This is an optimization exercise on Yosys and OpenROAD, whose aim is small area and a short achievable clock period, not a production implementation. Function was not checked in any run shown here: the RTL went through the layout flow alone. No activity file was given, so power comes from the tool's default toggle rates.

==> flow/design.v, too long to show whole: its modules and the start of the top module <==
// module and64: 7 lines
// module or64: 7 lines
// module xnor64: 7 lines
// module xor64_by_1: 7 lines
// module comp_sign_extend: 7 lines
// module set_lsb: 6 lines
// module vadder64: 15 lines
// module shift64: 529 lines
// module lt65: 7 lines
// module gt65: 7 lines
// module mux8_to_1_x64: 38 lines
// module alu64: 540 lines
// module alu64_sync: 49 lines
module alu64_sync(
    input clk,
    input en,
    input MD,
    input [2:0] OP,
    input [63:0] R1,
    input [63:0] R2,
    output reg EQ,
    output reg GT,
    output reg LT,
    output reg OVR,
    output reg [63:0] Q
    );
  // ...
==> flow/flow/run.sh <==
#!/bin/bash
# Standard ORFS layout (the standard.sh), with the port buffers made from the
# smallest buffer cell instead of the one buffer_ports picks by default.
set -euo pipefail
bash standard.sh BUFFER_PORTS_ARGS="-buffer_cell sky130_fd_sc_hd__buf_1" finish > standard.log 2>&1
==> flow/standard.sh <==
#!/bin/bash
# synth_recipe.tcl (not shown) runs the flow's synth.tcl, then flattens the netlist and writes it again
# the make line also repeats each setting of config.mk as NAME=value (left out here)
make -C /OpenROAD-flow-scripts/flow DESIGN_CONFIG=/design/flow/config.mk WORK_HOME=/design/flow/orfs CLKGATE_MAP_FILE= SYNTH_SCRIPT=/design/flow/synth_recipe.tcl "${@:-finish}"
==> flow/config.mk <==
export PLATFORM = sky130hd
export DESIGN_NAME = alu64_sync
export DESIGN_NICKNAME = alu64_sync
export VERILOG_FILES = /design/flow/design.v
export SDC_FILE = /design/flow/constraint.sdc
export NUM_CORES = 4
export LEC_CHECK = 0
export ABC_AREA = 1
export CAP_MARGIN = 20
export CORE_MARGIN = 2
export CORE_UTILIZATION = 40
export SETUP_SLACK_MARGIN = 1.0
export SLEW_MARGIN = 20
==> flow/constraint.sdc <==
create_clock -name core_clock -period 4.0 [get_ports {clk}]
set_input_delay 0.8000 -clock core_clock [delete_from_list [all_inputs] [get_ports {clk}]]
set_output_delay 0.8000 -clock core_clock [all_outputs]
set_load 0.01 [all_outputs]
==> flow_summary.toml, run 1 <==
[final_layout]
multi_input_comb_area_sq_um = 11330
fraction_of_layout_cells_with_a_size_suffix_above_1 = 0.04201
finish.cell_count_without_fillers = 3667
inverters = 318
area.share.sequential = 0.1715
buffers = 238
areaGrowthSynthToFinish_pct = 10.37

[floorplanning]
chipHeight_um = 205.5
num_tap_cells = 525

[yosys]
mappedNetlistNets = 3159
ys_warns = 1

[clocking]
root_buf_cell = "sky130_fd_sc_hd__clkbuf_16"
postCtsSetupRepairBufs = 0

[detailed_routing]
drtPass1Iterations = 6
highest_layer = "met4"
totalWireLength_mm = 67.89
remaining_drc_errors = 0
wl_met1_mm = 30.67

[critical_path]
worstSetupEndpointType = "register"
worst-endpoint-arrival_ps = 3100

[placement]
place.detailed.instances = 3634

[timing]
final_hold_viol_count = 0

[status]
status = "complete, no violations"

[power_and_ir_drop]
fin_total_pwr_mw = 5.756

[global_routing]
grt.overflow.total = 0
maximum_number_of_pins_on_one_net_before_global_route_repair = 69
==> run 2, diff against run 1 <==
--- a/flow/config.mk
+++ b/flow/config.mk
@@ -11,3 +11,3 @@
 export CORE_UTILIZATION = 40
-export SETUP_SLACK_MARGIN = 1.0
+export SETUP_SLACK_MARGIN = 1.5
 export SLEW_MARGIN = 20
==> run 2 against run 1 <==
  * Still clean
  * Final area grew 2.4%
  * Sequential share of layout area shrank 0.41 points
  * Sequential power is essentially flat
  * Sequential cell count is the same
  * Clock skew shrank 0.65 ps
  * Area after synthesis is the same
  * Critical path type is now register to register
==> flow_summary.toml, run 2 <==
[clocking]
cts_hold_buffers = 0
tritoncts_num_sinks = 153
cts_buffer_depth = 2
tritoncts = "built"
root_buf_cell = "sky130_fd_sc_hd__clkbuf_16"
clock_latency_ps = 470
h-tree-depth = 4
clkTransAtPathRegs_ps = 60
clock_buffer_count_from_cts = 17

[critical_path]
startpoint_type = "register"
worstSetupEndpointType = "register"
worst_r2r_startpoint = "V_r[0]$_SDFF_PN0_"
worst-setup-path-type = "register to register"
timing.critical_path.fanout_max = 14
worst_ep_required_time_ps = 4330
worst-endpoint-arrival_ps = 2760
critical_path.startpoint = "V_r[0]$_SDFF_PN0_"

[run]
max_cap_viol_count = 0

[yosys]
syn-instance-count = 3018
synth.yosys.seq_area_share = 0.1887
synth.top_cells.by_area = "sky130_fd_sc_hd__nand2_1 27%, sky130_fd_sc_hd__dfxtp_1 19%, sky130_fd_sc_hd__nand3_1 13%, sky130_fd_sc_hd__o21ai_0 7.6%, sky130_fd_sc_hd__inv_1 6.9%"
synth_largest_type_area_fraction = 0.2671
synthDistinctLibCells = 50
ffs_w_async_s_r_synth = 0
ys_warns = 1
post-synth-top-count-cell = "sky130_fd_sc_hd__nand2_1"
synth_common_cells = "1155 x sky130_fd_sc_hd__nand2_1, 426 x sky130_fd_sc_hd__nand3_1, 300 x sky130_fd_sc_hd__inv_1"
synth.cell_area_sq_um = 16230
mappedNetlistNets = 3159
avgSynthCellArea_sq_um = 5.379
ys_ff_latch = 153
synth_enable_flop_cells = 0
synth_ff_type = "sky130_fd_sc_hd__dfxtp_1"
synth_largest_area_cell = "sky130_fd_sc_hd__nand2_1"

[timing]
count_of_endpoints_failing_setup_in_the_final_report = 0
final_hold_viol_count = 0
report.final.slew_viol_count = 0
worst_slack_ps = 1567
timing.final.crit_share = 0.6083
rsz0062_at_grt = "true"
setup_tns_ps = 0
fin_crit_ps = 2433
transition_at_the_pin_with_the_smallest_max_transition_slack_ps = 1072
worst_setup_skew_after_layout_ps = 18.40
timing.max_slew.rel_slack = 0.2842
achievable-frequency_mhz = 411.0

[power_and_ir_drop]
power_density_nw_per_um2 = 318.4
peakVddDrop_mv = 0.1919
total_leakage_power_nw = 9.057

[detailed_routing]
detail_route.wl_per_cell_um = 18.84
met2RoutedLength_mm = 29.65
drtPass1Iterations = 6
detail_route.iter0.violations = 2425
remaining_drc_errors = 0
wl_met1_mm = 30.86
detail_route.vias_per_cell = 5.619
antenna_violation_net_count_after_detailed_routing = 0
highest_layer = "met4"
totalWireLength_mm = 69.32
via_count = 20670
wl_met3_mm = 6.272

[final_layout]
fraction_of_layout_cells_with_a_size_suffix_above_1 = 0.06056
nFillCells = 4414
most_common_cell_after_layout_fill_and_taps_aside = "sky130_fd_sc_hd__nand2_1"
areaGrowthSynthToFinish_pct = 13.05
largest_registers = "D_r x64, Q x64, BC_r x7"
final_net_count = 3282
insertedDiodeCount = 0
mostFrequentLayoutCells = "1145 x sky130_fd_sc_hd__nand2_1, 426 x sky130_fd_sc_hd__nand3_1, 299 x sky130_fd_sc_hd__inv_1"

[global_routing]
antenna_found_initial = 0
grt.overflow.total = 0
grt_usage = 0.3172
vias_in_the_first_global_route = 18010
maximum_number_of_pins_on_one_net_before_global_route_repair = 69
grt_first_pass_wirelength_mm = 102.5

[placement]
io_buffer_count = 201
dp.final_hpwl_mm = 52.81
dp_worst_setup_slack_ps = 817.3
globalplace.congestion = 1.009

[floorplanning]
design.portCount = 202
dieWidth_um = 205.5
core_region_area_sq_um = 39910
chipHeight_um = 205.5
floorplan.rows = 73
floorplan.die_area_sq_um = 42210
initial_core_util = 0.4067

[status]
status = "complete, no violations"

[hold_path]
hold_path.class = "register to register"
hold_start = "OVR_r$_DFF_P_"
## run 2: timing repair
action / CTS / global route
setup endpoints to repair: 65 / 102
setup buffers: 3 / 5
pin swaps: 0 / 4
gates resized for setup: 11 / 90
gates cloned: 0 / 5
## run 2: through the flow
stage          total power, mW    util  hold WS [ps]  cells  area [sq um]
2_1_floorplan            3.355       -         309.6   3018         16230
3_3_place_gp             4.110  0.4341         355.3   3634         17330
3_5_place_dp             4.136  0.4341         349.6   3634         17330
4_1_cts                  5.747  0.4500         360.4   3669         17960
5_1_grt                  6.206  0.4598         360.6   3679         18350
6_report                 5.843  0.4598         356.5   3679         18350
## run 2: logic make-up (layout without fill, tap and decap cells)
family / after synthesis / in the layout / share of synthesized area
buffers and inverters: 464 / 600 / 0.1146
muxes: 32 / 32 / 0.01973
AOI/OAI and AO/OA: 516 / 516 / 0.1827
xor gates and xnor gates: 30 / 30 / 0.02243
and+or+nand+nor: 1816 / 1816 / 0.4665
DFF: 153 / 153 / 0.1887
adders and majority gates: 7 / 7 / 0.005395
## run 2: routing by layer
metal | global-route usage | vias to the layer above
met5 | 0 | -
met4 | 0.1136 | 0
met3 | 0.04070 | 128
met2 | 0.4864 | 997
met1 | 0.4533 | 9414
li1 | - | 10140
## run 2: layout make-up
cell class	instances	area [sq um]	area share
clock buffer	19	452.9	0.02468
clock inverter	13	118.9	0.006477
inverter	318	1211	0.06600
multi-input combinational	2401	11520	0.6275
sequential	153	3072	0.1674
tap	525	656.9	0.03579
timing repair buffer	250	1324	0.07213
## run 2: worst max-delay path, stage by stage (launching register included)
cell and delay [ps]:
sky130_fd_sc_hd__dfxtp_4 380, sky130_fd_sc_hd__buf_4 160, sky130_fd_sc_hd__buf_4 170, sky130_fd_sc_hd__nand2_1 70, sky130_fd_sc_hd__o21ai_1 90, sky130_fd_sc_hd__mux2i_1 300, sky130_fd_sc_hd__buf_4 170, sky130_fd_sc_hd__nand2_1 40
sky130_fd_sc_hd__nand2_1 100, sky130_fd_sc_hd__nand2_1 60, sky130_fd_sc_hd__nand2_1 200, sky130_fd_sc_hd__o21a_2 240, sky130_fd_sc_hd__o21ai_1 100, sky130_fd_sc_hd__nand2_1 110, sky130_fd_sc_hd__nand3_1 90
## run 2: report_power, final
part           internal [mW]  leakage (nW)  switching [mW]
Sequential              1.74          1.28           0.140
Clock                  0.890         0.272           0.712
Combinational          0.731          7.50            1.63
## run 2: path summary, 6_finish.rpt
kind | to | slack [ps] | cells past startpoint
max | Q[39]$_DFF_P_ | 1570 | 14
min | OVR$_DFF_P_ | 360 | 0
max reg2reg | Q[39]$_DFF_P_ | 1570 | 14
min reg2reg | OVR$_DFF_P_ | 360 | 0
==> run 3, diff against run 2 <==
--- a/flow/config.mk
+++ b/flow/config.mk
@@ -7,3 +7,3 @@
 export LEC_CHECK = 0
-export ABC_AREA = 1
+export ABC_AREA = 0
 export CAP_MARGIN = 20
==> run 3 against run 2 <==
  * Non-clock buffer count rose by 253
  * Maximum frequency shrank 18%
  * Clock skew is 5.5 ps lower
  * Sequential share of layout area is 5.0 points lower
  * Core utilization up 8.9 points
  * Largest power group unchanged
  * Global-route usage grew 0.43 points
  * Total power increased by 26%
  * Still clean
==> flow_summary.toml, run 3 <==
[critical_path]
critical-path-max-stage-delay_ps = 570
worst-endpoint-arrival_ps = 3310
worst-setup-path-type = "primary input to register"
timing.critical_path.fanout_max = 11
critical-path-slowest-cell = "sky130_fd_sc_hd__or4b_1"
startpoint_type = "primary input"
worstSetupEndpointType = "register"
cp.buffers_inverters = 2
worst_ep_required_time_ps = 4340
worstPathCellList = "buf_2, inv_1, a21oi_2, a211oi_1, maj3_1, mux2i_1, a31oi_2, o21ai_0, a31oi_1, or4b_1, o311a_1"
cpLargestDelayFamily = "compound AO/OA/AOI/OAI gates"

[yosys]
ys_ff_latch = 153
synth.top_cells.by_area = "sky130_fd_sc_hd__dfxtp_1 16%, sky130_fd_sc_hd__o21ai_0 8.4%, sky130_fd_sc_hd__nand2_1 6.9%, sky130_fd_sc_hd__mux4_2 6.6%, sky130_fd_sc_hd__a21oi_1 5.8%"
avgSynthCellArea_sq_um = 7.041
post-synth-top-count-cell = "sky130_fd_sc_hd__nand2_1"
synth_common_cells = "359 x sky130_fd_sc_hd__nand2_1, 327 x sky130_fd_sc_hd__o21ai_0, 225 x sky130_fd_sc_hd__a21oi_1"
synth_largest_type_area_fraction = 0.1579
mappedNetlistNets = 2896
synthDistinctLibCells = 102
syn-instance-count = 2755
synth.yosys.seq_area_share = 0.1579
ys_warns = 1
synth_enable_flop_cells = 0
synth.cell_area_sq_um = 19400
ffs_w_async_s_r_synth = 0
synth_largest_area_cell = "sky130_fd_sc_hd__dfxtp_1"
synth_ff_type = "sky130_fd_sc_hd__dfxtp_1"

[clocking]
root_buf_cell = "sky130_fd_sc_hd__clkbuf_16"
cts_hold_buffers = 0
h-tree-depth = 4
clkTransAtPathRegs_ps = 70
tritoncts = "built"
clock_latency_ps = 450
tritoncts_num_sinks = 153
clock_buffer_count_from_cts = 17
cts_buffer_depth = 2

[power_and_ir_drop]
p_clk_frac = 0.227
internal_power_mw = 4.341
fin_total_pwr_mw = 7.386
power_density_nw_per_um2 = 281.5
share_comb_of_total_power = 0.511
share_seq_of_total_power = 0.261
power.switching_mw = 3.044
peakVddDrop_mv = 0.2947
switching_share = 0.4122
total_leakage_power_nw = 9.961

[timing]
transition_at_the_pin_with_the_smallest_max_transition_slack_ps = 903.6
timing.max_slew.rel_slack = 0.3967
final_hold_viol_count = 0
fin_crit_ps = 2970
rsz0062_at_grt = "true"
count_of_endpoints_failing_setup_in_the_final_report = 0
setup_tns_ps = 0
achievable-frequency_mhz = 336.7
timing.final.crit_share = 0.7426
worst_setup_skew_after_layout_ps = 12.88
report.final.slew_viol_count = 0

[global_routing]
most_utilized_layer_in_the_global_route_result = "met2"
grt_usage = 0.3215
vias_in_the_first_global_route = 20990
grt.overflow.total = 0
grt_first_pass_wirelength_mm = 126.1
met1_usage = 0.4365
antenna_found_initial = 11
met2_usage_in_global_routing = 0.5105
gr-usage-met3 = 0.04494
maximum_number_of_pins_on_one_net_before_global_route_repair = 82

[status]
status = "complete, no violations"

[final_layout]
areaGrowthSynthToFinish_pct = 35.27
finish.cell_count_without_fillers = 3621
largest_registers = "D_r x64, Q x64, BC_r x7"
fraction_of_layout_cells_with_a_size_suffix_above_1 = 0.3290
final_net_count = 3128
layout.core_utilization = 0.5484
most_common_cell_after_layout_fill_and_taps_aside = "sky130_fd_sc_hd__nand2_1"
mostFrequentLayoutCells = "310 x sky130_fd_sc_hd__nand2_1, 223 x sky130_fd_sc_hd__buf_4, 206 x sky130_fd_sc_hd__o21ai_0"

[detailed_routing]
detail_route.vias_per_cell = 6.429
drtPass1Iterations = 6
detail_route.wl_per_cell_um = 23.56
totalWireLength_mm = 85.30
via_count = 23280
remaining_drc_errors = 0
detail_route.iter0.violations = 2827
antenna_violation_net_count_after_detailed_routing = 0

[floorplanning]
floorplan.die_area_sq_um = 50270
core_region_area_sq_um = 47850
dieWidth_um = 224.2
initial_core_util = 0.4054
chipHeight_um = 224.2
floorplan.rows = 80
design.portCount = 202

[run]
max_cap_viol_count = 0

[placement]
globalplace.congestion = 1.016
dp.final_hpwl_mm = 60.34
io_buffer_count = 201
place.detailed.instances = 3405

[hold_path]
hold_path.class = "register to register"
[run 3: cell count changes after synthesis, sizes merged, moves of 71 or more]
cell / before / now
a21oi: 85 / 226
inv: 315 / 81
a221oi: 2 / 73
nand2: 1158 / 359
nand3: 427 / 59
xnor2: 2 / 115
clkbuf: 85 / 195
[run 3: final timing paths]
| check | startpoint | endpoint | slack, ps | cells past startpoint |
|---|---|---|---|---|
| min | OVR_r$_DFF_P_ | OVR$_DFF_P_ | 370 | 0 |
| max reg2reg | V_r[0]$_SDFF_PN0_ | Q[27]$_DFF_P_ | 1310 | 12 |
| max | R1[13] | LT_r$_DFF_P_ | 1030 | 11 |
| min reg2reg | OVR_r$_DFF_P_ | OVR$_DFF_P_ | 370 | 0 |
[run 3: area by class of cell]
cell class / instances / area [sq um]
Timing Repair inverter: 2 / 17.52
Timing Repair Buffer: 503 / 4118
Antenna cell: 6 / 15.01
Tap cell: 615 / 769.5
Multi-Input combinational cell: 2227 / 17300
Inverter: 83 / 337.8
Fill cell: 4564 / 21610
Clock buffer: 19 / 432.9
Clock inverter: 13 / 168.9
Sequential cell: 153 / 3075
[run 3: timing repair]
item / in CTS / in global routing
buffers inserted: 112 / 50
pin swaps: 117 / 160
setup endpoints to repair: 100 / 111
cloned: 13 / 3
resized for setup: 482 / 331
[run 3: per-layer routing]
layer / wire, um / part of all wire
met4: 3775 / 0.044
met1: 35170 / 0.41
met3: 7537 / 0.088
met2: 38780 / 0.45
met5: 34 / 0.00040
[run 3: stage by stage]
stage | instance area (sq um) | hold WS, ps | worst slack, ps
2_1_floorplan | 20060 | 309.6 | 783.8
5_1_grt | 26230 | 366.1 | 988.6
3_3_place_gp | 21040 | 360.4 | 222.7
6_report | 26240 | 365.7 | 1030
3_5_place_dp | 21040 | 351.5 | 171.4
4_1_cts | 24520 | 363.0 | 1044
[run 3: cells by family after synthesis]
| logic type | count (synthesis) | synth area share |
|---|---|---|
| muxes | 137 | 0.1086 |
| xor gates and xnor gates | 210 | 0.09553 |
| AOI/OAI and AO/OA | 965 | 0.3157 |
| DFF | 153 | 0.1579 |
| adders and majority gates | 73 | 0.03902 |
| buffers and inverters | 375 | 0.08611 |
| and+or+nand+nor | 842 | 0.1971 |
[run 3: power by group through the flow]
stage               registers [mW]  clock network (mW)  logic (mW)
detailed placement            1.96                   0        2.81
finish                        1.93                1.68        3.78
floorplan                     1.95                   0        1.92
global route                  1.95                1.76        3.99
CTS                           1.92                1.71        3.34
global placement              1.95                   0        2.78
==> run 4, diff against run 3 <==
--- a/flow/config.mk
+++ b/flow/config.mk
@@ -7,3 +7,3 @@
 export LEC_CHECK = 0
-export ABC_AREA = 0
+export ABC_AREA = 1
 export CAP_MARGIN = 20
@@ -11,3 +11,3 @@
 export CORE_UTILIZATION = 40
-export SETUP_SLACK_MARGIN = 1.5
+export SETUP_SLACK_MARGIN = 1.8
 export SLEW_MARGIN = 20
==> run 4 against run 3 <==
  * Count of clock-buffer cells in the layout is the same
  * Clock skew grew 6.4 ps
  * Total power shrank 16%
  * Sequential share of layout area grew 3.0 points
  * Largest cell class unchanged
==> flow_summary.toml, run 4 <==
[floorplanning]
core_region_area_sq_um = 39910
floorplan.die_area_sq_um = 42210
chipHeight_um = 205.5
floorplan.rows = 73
initial_core_util = 0.4067
dieWidth_um = 205.5
design.portCount = 202

[detailed_routing]
detail_route.vias_per_cell = 5.784
detail_route.iter0.violations = 2279
antenna_violation_net_count_after_detailed_routing = 0
remaining_drc_errors = 0
detail_route.wl_per_cell_um = 20.50
totalWireLength_mm = 77.16
via_count = 21770
drtPass1Iterations = 6

[timing]
report.final.slew_viol_count = 0
worst_setup_skew_after_layout_ps = 19.27
count_of_endpoints_failing_setup_in_the_final_report = 0
timing.max_slew.rel_slack = 0.3605
final_hold_viol_count = 0
timing.final.crit_share = 0.5594
achievable-frequency_mhz = 446.9
rsz0062_at_grt = "true"
transition_at_the_pin_with_the_smallest_max_transition_slack_ps = 957.0
setup_tns_ps = 0
fin_crit_ps = 2238

[final_layout]
register_area_sq_um = 3079
areaGrowthSynthToFinish_pct = 28.72
mostFrequentLayoutCells = "1025 x sky130_fd_sc_hd__nand2_1, 378 x sky130_fd_sc_hd__nand3_1, 273 x sky130_fd_sc_hd__inv_1"
most_common_cell_after_layout_fill_and_taps_aside = "sky130_fd_sc_hd__nand2_1"
nFillCells = 4221
final_area_sq_um = 20900
fraction_of_layout_cells_with_a_size_suffix_above_1 = 0.2048
largest_registers = "D_r x64, Q x64, BC_r x7"
multi_input_comb_area_sq_um = 12930
final_net_count = 3366

[clocking]
cts_buffer_depth = 2
clock_buffer_count_from_cts = 17
tritoncts_num_sinks = 153
clock_latency_ps = 470
root_buf_cell = "sky130_fd_sc_hd__clkbuf_16"
tritoncts = "built"
h-tree-depth = 4
clkTransAtPathRegs_ps = 60

[power_and_ir_drop]
p_clk_frac = 0.243
internal_power_mw = 3.526
power.switching_mw = 2.696
power_density_nw_per_um2 = 297.8
share_comb_of_total_power = 0.457
share_seq_of_total_power = 0.300
peakVddDrop_mv = 0.3077
total_leakage_power_nw = 10.14
switching_share = 0.4333

[yosys]
synth_common_cells = "1155 x sky130_fd_sc_hd__nand2_1, 426 x sky130_fd_sc_hd__nand3_1, 300 x sky130_fd_sc_hd__inv_1"
synth_enable_flop_cells = 0
synth_ff_type = "sky130_fd_sc_hd__dfxtp_1"
ys_warns = 1
synth.top_cells.by_area = "sky130_fd_sc_hd__nand2_1 27%, sky130_fd_sc_hd__dfxtp_1 19%, sky130_fd_sc_hd__nand3_1 13%, sky130_fd_sc_hd__o21ai_0 7.6%, sky130_fd_sc_hd__inv_1 6.9%"
synth_largest_area_cell = "sky130_fd_sc_hd__nand2_1"
syn-instance-count = 3018
avgSynthCellArea_sq_um = 5.379
ffs_w_async_s_r_synth = 0
synthDistinctLibCells = 50
ys_ff_latch = 153
synth.yosys.seq_area_share = 0.1887
synth_largest_type_area_fraction = 0.2671
post-synth-top-count-cell = "sky130_fd_sc_hd__nand2_1"
synth.cell_area_sq_um = 16230
mappedNetlistNets = 3159

[critical_path]
worst_ep_required_time_ps = 4340
worst-setup-path-type = "register to register"
startpoint_type = "register"
worst-endpoint-arrival_ps = 2570
timing.critical_path.fanout_max = 7
worstSetupEndpointType = "register"

[status]
status = "complete, no violations"

[global_routing]
maximum_number_of_pins_on_one_net_before_global_route_repair = 72
vias_in_the_first_global_route = 19000
grt_first_pass_wirelength_mm = 110.0
grt_usage = 0.3448
antenna_found_initial = 2
grt.overflow.total = 0

[placement]
dp.final_hpwl_mm = 53.86
io_buffer_count = 201
globalplace.congestion = 1.017
placed_cell_area_sq_um = 17410

[run]
max_cap_viol_count = 0

[hold_path]
hold_path.class = "register to register"
-- run 4: cell count changes in the layout (fill, tap and decap cells not counted), sizes merged, moves of 71 or more --
cell,change
a21oi,-141
a221oi,-71
buf,-204
inv,+233
nand2,+799
nand3,+368
xnor2,-113
-- run 4: area by class of cell --
type	instances	area share
multi-input cells	2401	0.6189
flip-flops and latches	153	0.1474
repair buffers	327	0.1105
inverters	318	0.06030
well taps	525	0.03144
clock buffers	19	0.02168
repair inverters	7	0.005030
clock inverters	13	0.004731
diodes	1	0.0001198
-- run 4: timing repair --
| item | 4_1_cts | 5_1_grt |
|---|---|---|
| buffers inserted | 21 | 51 |
| pin swaps | 20 | 115 |
| gates resized for setup | 183 | 493 |
| cloned | 10 | 15 |
| hold buffers | 0 | 0 |
| setup endpoints to repair | 136 | 133 |
-- run 4: path summary, 6_finish.rpt --
check | from | to | slack, ps | cells past startpoint
setup / recovery | V_r[0]$_SDFF_PN0_ | Q[56]$_DFF_P_ | 1760 | 9
hold / removal | OVR_r$_DFF_P_ | OVR$_DFF_P_ | 330 | 0
setup reg to reg | V_r[0]$_SDFF_PN0_ | Q[56]$_DFF_P_ | 1760 | 9
hold reg to reg | OVR_r$_DFF_P_ | OVR$_DFF_P_ | 330 | 0
-- run 4: per-layer routing --
metal | global-route usage | vias to the layer above | wire length [um]
met4 | 0.1863 | 2 | 4721
met3 | 0.05068 | 254 | 7755
met2 | 0.5209 | 1205 | 32670
met5 | 0 | - | 10
met1 | 0.4714 | 9965 | 32010
li1 | - | 10350 | -
-- run 4: per-stage QoR --
stage / cells / hold WS [ps] / util / power (mW) / worst slack [ps]
CTS: 3697 / 328.9 / 0.4713 / 5.822 / 1717
finish: 3764 / 326.8 / 0.5235 / 6.222 / 1762
global placement: 3634 / 311.4 / 0.4361 / 4.136 / 774.2
detailed placement: 3634 / 315.8 / 0.4361 / 4.160 / 711.1
floorplan: 3018 / 309.6 / - / 3.376 / 1800
global route: 3763 / 329.5 / 0.5234 / 6.576 / 1659
-- run 4: logic make-up (layout without fill, tap and decap cells) --
kind of cell    after synthesis  after routing  share of synthesized area
simple gates               1816           1816                     0.4665
flops                       153            153                     0.1887
fa+ha+maj                     7              7                   0.005395
mux                          32             32                    0.01973
compound gates              516            516                     0.1827
xor+xnor                     30             30                    0.02243
other cells                   0              1                          0
buf+inv                     464            684                     0.1146
-- run 4: worst max-delay path, cell delays in order, from the launching register on --
cell and delay (ps):
sky130_fd_sc_hd__dfxtp_4 440, sky130_fd_sc_hd__buf_12 170, sky130_fd_sc_hd__buf_6 160, sky130_fd_sc_hd__o21ai_1 120
sky130_fd_sc_hd__mux2i_1 320, sky130_fd_sc_hd__mux2i_1 220, sky130_fd_sc_hd__o211ai_1 300, sky130_fd_sc_hd__nand3_2 180
sky130_fd_sc_hd__nand3_2 110, sky130_fd_sc_hd__nand3_1 100
-- run 4: power by group through the flow --
| stage | Combinational (mW) | Sequential (mW) | Clock (mW) |
|---|---|---|---|
| 2_1_floorplan | 1.46 | 1.92 | 0 |
| 3_3_place_gp | 2.24 | 1.90 | 0 |
| 3_5_place_dp | 2.26 | 1.90 | 0 |
| 4_1_cts | 2.41 | 1.86 | 1.54 |
| 5_1_grt | 3.09 | 1.89 | 1.60 |
| 6_report | 2.84 | 1.87 | 1.51 |
==> run 5, diff against run 4 <==
--- a/flow/config.mk
+++ b/flow/config.mk
@@ -11,3 +11,3 @@
 export CORE_UTILIZATION = 40
-export SETUP_SLACK_MARGIN = 1.8
+export SETUP_SLACK_MARGIN = 2.1
 export SLEW_MARGIN = 20
==> run 5 against run 4 <==
  * First-iteration DRC count is 13% higher
  * Combinational power is 21% higher
  * Clock skew is 2.7 ps higher
  * Maximum frequency is 1.6% lower
  * Non-clock buffer count is 133 higher
  * Core utilization is 8.5 points higher
  * Routed wire length is 10% higher
  * Count of clock-buffer cells in the layout is 2 lower
  * Die area stayed put
  * Highest routed layer is now met4
==> flow_summary.toml, run 5 <==
[placement]
io_buffer_count = 201
placed_cell_area_sq_um = 17720
dp.final_hpwl_mm = 54.49
globalplace.congestion = 1.053
place.detailed.instances = 3632

[detailed_routing]
remaining_drc_errors = 0
detail_route.wl_per_cell_um = 21.84
detail_route.iter0.violations = 2567
via_count = 22920
drtPass1Iterations = 6
totalWireLength_mm = 85.25
antenna_violation_net_count_after_detailed_routing = 0
detail_route.vias_per_cell = 5.870

[timing]
report.final.slew_viol_count = 0
worst_setup_skew_after_layout_ps = 22.02
transition_at_the_pin_with_the_smallest_max_transition_slack_ps = 789.1
final_hold_viol_count = 0
setup_tns_ps = 0
achievable-frequency_mhz = 439.7
fin_crit_ps = 2274
count_of_endpoints_failing_setup_in_the_final_report = 0
timing.max_slew.rel_slack = 0.4727
timing.final.crit_share = 0.5686
rsz0062_at_grt = "true"

[critical_path]
cpLargestDelayFamily = "simple AND/OR/NAND/NOR gates"
worst-endpoint-arrival_ps = 2630
worst-path-stages = 13
critical-path-max-stage-delay_ps = 390
worst-setup-path-type = "register to register"
timing.critical_path.fanout_max = 6
worst_ep_required_time_ps = 4350
critical-path-slowest-cell = "sky130_fd_sc_hd__dfxtp_4"
worstSetupEndpointType = "register"
worstPathCellList = "buf_8, buf_12, buf_16, nand2_2, o21ai_2, mux2i_2, nand2_1, o21ai_2, nand2_1, nand3_1, o211ai_1, nand3_1, nand3_1"
crit_path_frequent_cell = "sky130_fd_sc_hd__nand3_1"
worst_r2r_path_depth = 13
startpoint_type = "register"
cp.buffers_inverters = 3

[floorplanning]
chipHeight_um = 205.5
initial_core_util = 0.4067
design.portCount = 202
core_region_area_sq_um = 39910
floorplan.rows = 73
floorplan.die_area_sq_um = 42210
dieWidth_um = 205.5

[final_layout]
nFillCells = 3705
final_net_count = 3506
register_area_sq_um = 3077
largest_registers = "D_r x64, Q x64, BC_r x7"
finish.cell_count_without_fillers = 3904
layout.core_utilization = 0.6086
final_area_sq_um = 24290
mostFrequentLayoutCells = "916 x sky130_fd_sc_hd__nand2_1, 304 x sky130_fd_sc_hd__nand3_1, 235 x sky130_fd_sc_hd__inv_1"
most_common_cell_after_layout_fill_and_taps_aside = "sky130_fd_sc_hd__nand2_1"
multi_input_comb_area_sq_um = 14570
areaGrowthSynthToFinish_pct = 49.65
fraction_of_layout_cells_with_a_size_suffix_above_1 = 0.3339

[clocking]
cts_buffer_depth = 2
h-tree-depth = 4
tritoncts_num_sinks = 153
clock_latency_ps = 480
clkTransAtPathRegs_ps = 80
clock_buffer_count_from_cts = 17
root_buf_cell = "sky130_fd_sc_hd__clkbuf_16"
tritoncts = "built"

[yosys]
avgSynthCellArea_sq_um = 5.379
synth_largest_area_cell = "sky130_fd_sc_hd__nand2_1"
post-synth-top-count-cell = "sky130_fd_sc_hd__nand2_1"
syn-instance-count = 3018
ys_ff_latch = 153
synth_common_cells = "1155 x sky130_fd_sc_hd__nand2_1, 426 x sky130_fd_sc_hd__nand3_1, 300 x sky130_fd_sc_hd__inv_1"
synth_largest_type_area_fraction = 0.2671
synth.cell_area_sq_um = 16230
synthDistinctLibCells = 50
synth_enable_flop_cells = 0
synth.yosys.seq_area_share = 0.1887
ys_warns = 1
synth_ff_type = "sky130_fd_sc_hd__dfxtp_1"
ffs_w_async_s_r_synth = 0
synth.top_cells.by_area = "sky130_fd_sc_hd__nand2_1 27%, sky130_fd_sc_hd__dfxtp_1 19%, sky130_fd_sc_hd__nand3_1 13%, sky130_fd_sc_hd__o21ai_0 7.6%, sky130_fd_sc_hd__inv_1 6.9%"
mappedNetlistNets = 3159

[hold_path]
hold_path.class = "register to register"
min_delay_path_depth = 0

[global_routing]
maximum_number_of_pins_on_one_net_before_global_route_repair = 65
grt_first_pass_wirelength_mm = 115.5
grt_usage = 0.3630
grt.overflow.total = 0
vias_in_the_first_global_route = 20230
antenna_found_initial = 1

[power_and_ir_drop]
total_leakage_power_nw = 11.51
power_density_nw_per_um2 = 290.7
peakVddDrop_mv = 0.2861
fin_total_pwr_mw = 7.062

[run]
max_cap_viol_count = 0

[status]
status = "complete, no violations"
## run 5: cell counts after synthesis
Identical to the previous run, type by type.
## run 5: repair_timing
action / in CTS / in global routing
gates resized for setup: 555 / 558
pin swaps: 118 / 183
setup endpoints to repair: 139 / 137
hold buffers: 0 / 0
buffers inserted: 130 / 76
endpoints found under the hold margin: 0 / 0
gates cloned: 20 / 13
## run 5: power by group
group / internal, mW / total [mW] / leakage, nW / switching (mW)
registers: 1.74 / 1.87 / 1.28 / 0.137
clock network: 0.945 / 1.74 / 0.300 / 0.795
logic: 1.26 / 3.45 / 9.92 / 2.18
total: 3.95 / 7.06 / 11.5 / 3.12
## run 5: worst paths after layout
check	start	to	slack [ps]
worst min register to register	OVR_r$_DFF_P_	OVR$_DFF_P_	350
worst max-delay path	V_r[0]$_SDFF_PN0_	Q[28]$_DFF_P_	1730
worst min-delay path	OVR_r$_DFF_P_	OVR$_DFF_P_	350
worst max register to register	V_r[0]$_SDFF_PN0_	Q[28]$_DFF_P_	1730
## run 5: area by class of cell
type,count,share of cell area
multi-input cells,2401,0.5996
repair buffers,460,0.1595
flip-flops and latches,153,0.1267
inverters,318,0.05346
well taps,525,0.02704
clock buffers,17,0.01751
repair inverters,14,0.008808
clock inverters,15,0.007314
diodes,1,0.0001030
## run 5: cells by family (layout without fill, tap and decap cells)
family,after synthesis,count (layout),synth area share
AND/OR/NAND/NOR,1816,1816,0.4665
other,0,1,0
multiplexers,32,32,0.01973
adder cells (fa/ha/maj),7,7,0.005395
AO/OA/AOI/OAI,516,516,0.1827
XOR/XNOR,30,30,0.02243
buffers and inverters,464,824,0.1146
flip-flops,153,153,0.1887
## run 5: stage by stage
step | hold WS, ps | worst slack, ps
2_1_floorplan | 309.6 | 1796
3_3_place_gp | 312.5 | 902.4
3_5_place_dp | 315.1 | 879.3
4_1_cts | 344.6 | 1798
5_1_grt | 350.3 | 1652
6_report | 348.5 | 1726
## run 5: routing by layer
metal	share of wire	vias to the layer above	track usage	wire, um
met5	0	-	0	0
li1	-	10650	-	-
met4	0.079	0	0.2187	6767
met3	0.095	365	0.06113	8133
met2	0.43	1350	0.5583	36830
met1	0.39	10560	0.4750	33520

static timing again, ports no longer ideal:
Ports are ideal in the flow. The routed layouts listed here were re-timed in OpenROAD.
Step 1: set_driving_cell puts a clkbuf_16 on clk and a buf_2 on each other input, an assumption about the parent block.
Step 2 moves the port delays by t, midway between the first and last clock arrival at a register: inputs arrive t later, outputs are due t later. That takes back most of the time a late clock gives input paths.
Three values: ideal ports, drivers, drivers and shift; two values: the first two.
| run | t, ns | slack for setup (ns) | latest minus earliest clock arrival (ns) | worst register clock-pin slew, ns | worst slew at a driven data input, ns |
|---|---|---|---|---|---|
| run 1 | 0.516 | 1.153 / 1.186 / 0.671 | 0.020 / 0.019 | 0.08 / 0.08 | 0.06 |
| run 2 | 0.510 | 1.567 / 1.567 / 1.127 | 0.019 / 0.019 | 0.08 / 0.08 | 0.06 |
| run 3 | 0.493 | 1.030 / 0.959 / 0.466 | 0.014 / 0.014 | 0.07 / 0.07 | 0.18 |
| run 4 | 0.514 | 1.762 / 1.744 / 1.229 | 0.021 / 0.021 | 0.07 / 0.07 | 0.16 |
| run 5 | 0.527 | 1.726 / 1.726 / 1.218 | 0.023 / 0.022 | 0.09 / 0.09 | 0.14 |
After both steps every run listed still meets setup and hold. The setup slack of run 3, which loses most, moves by -0.071 ns with the drivers and by -0.564 ns with both steps.
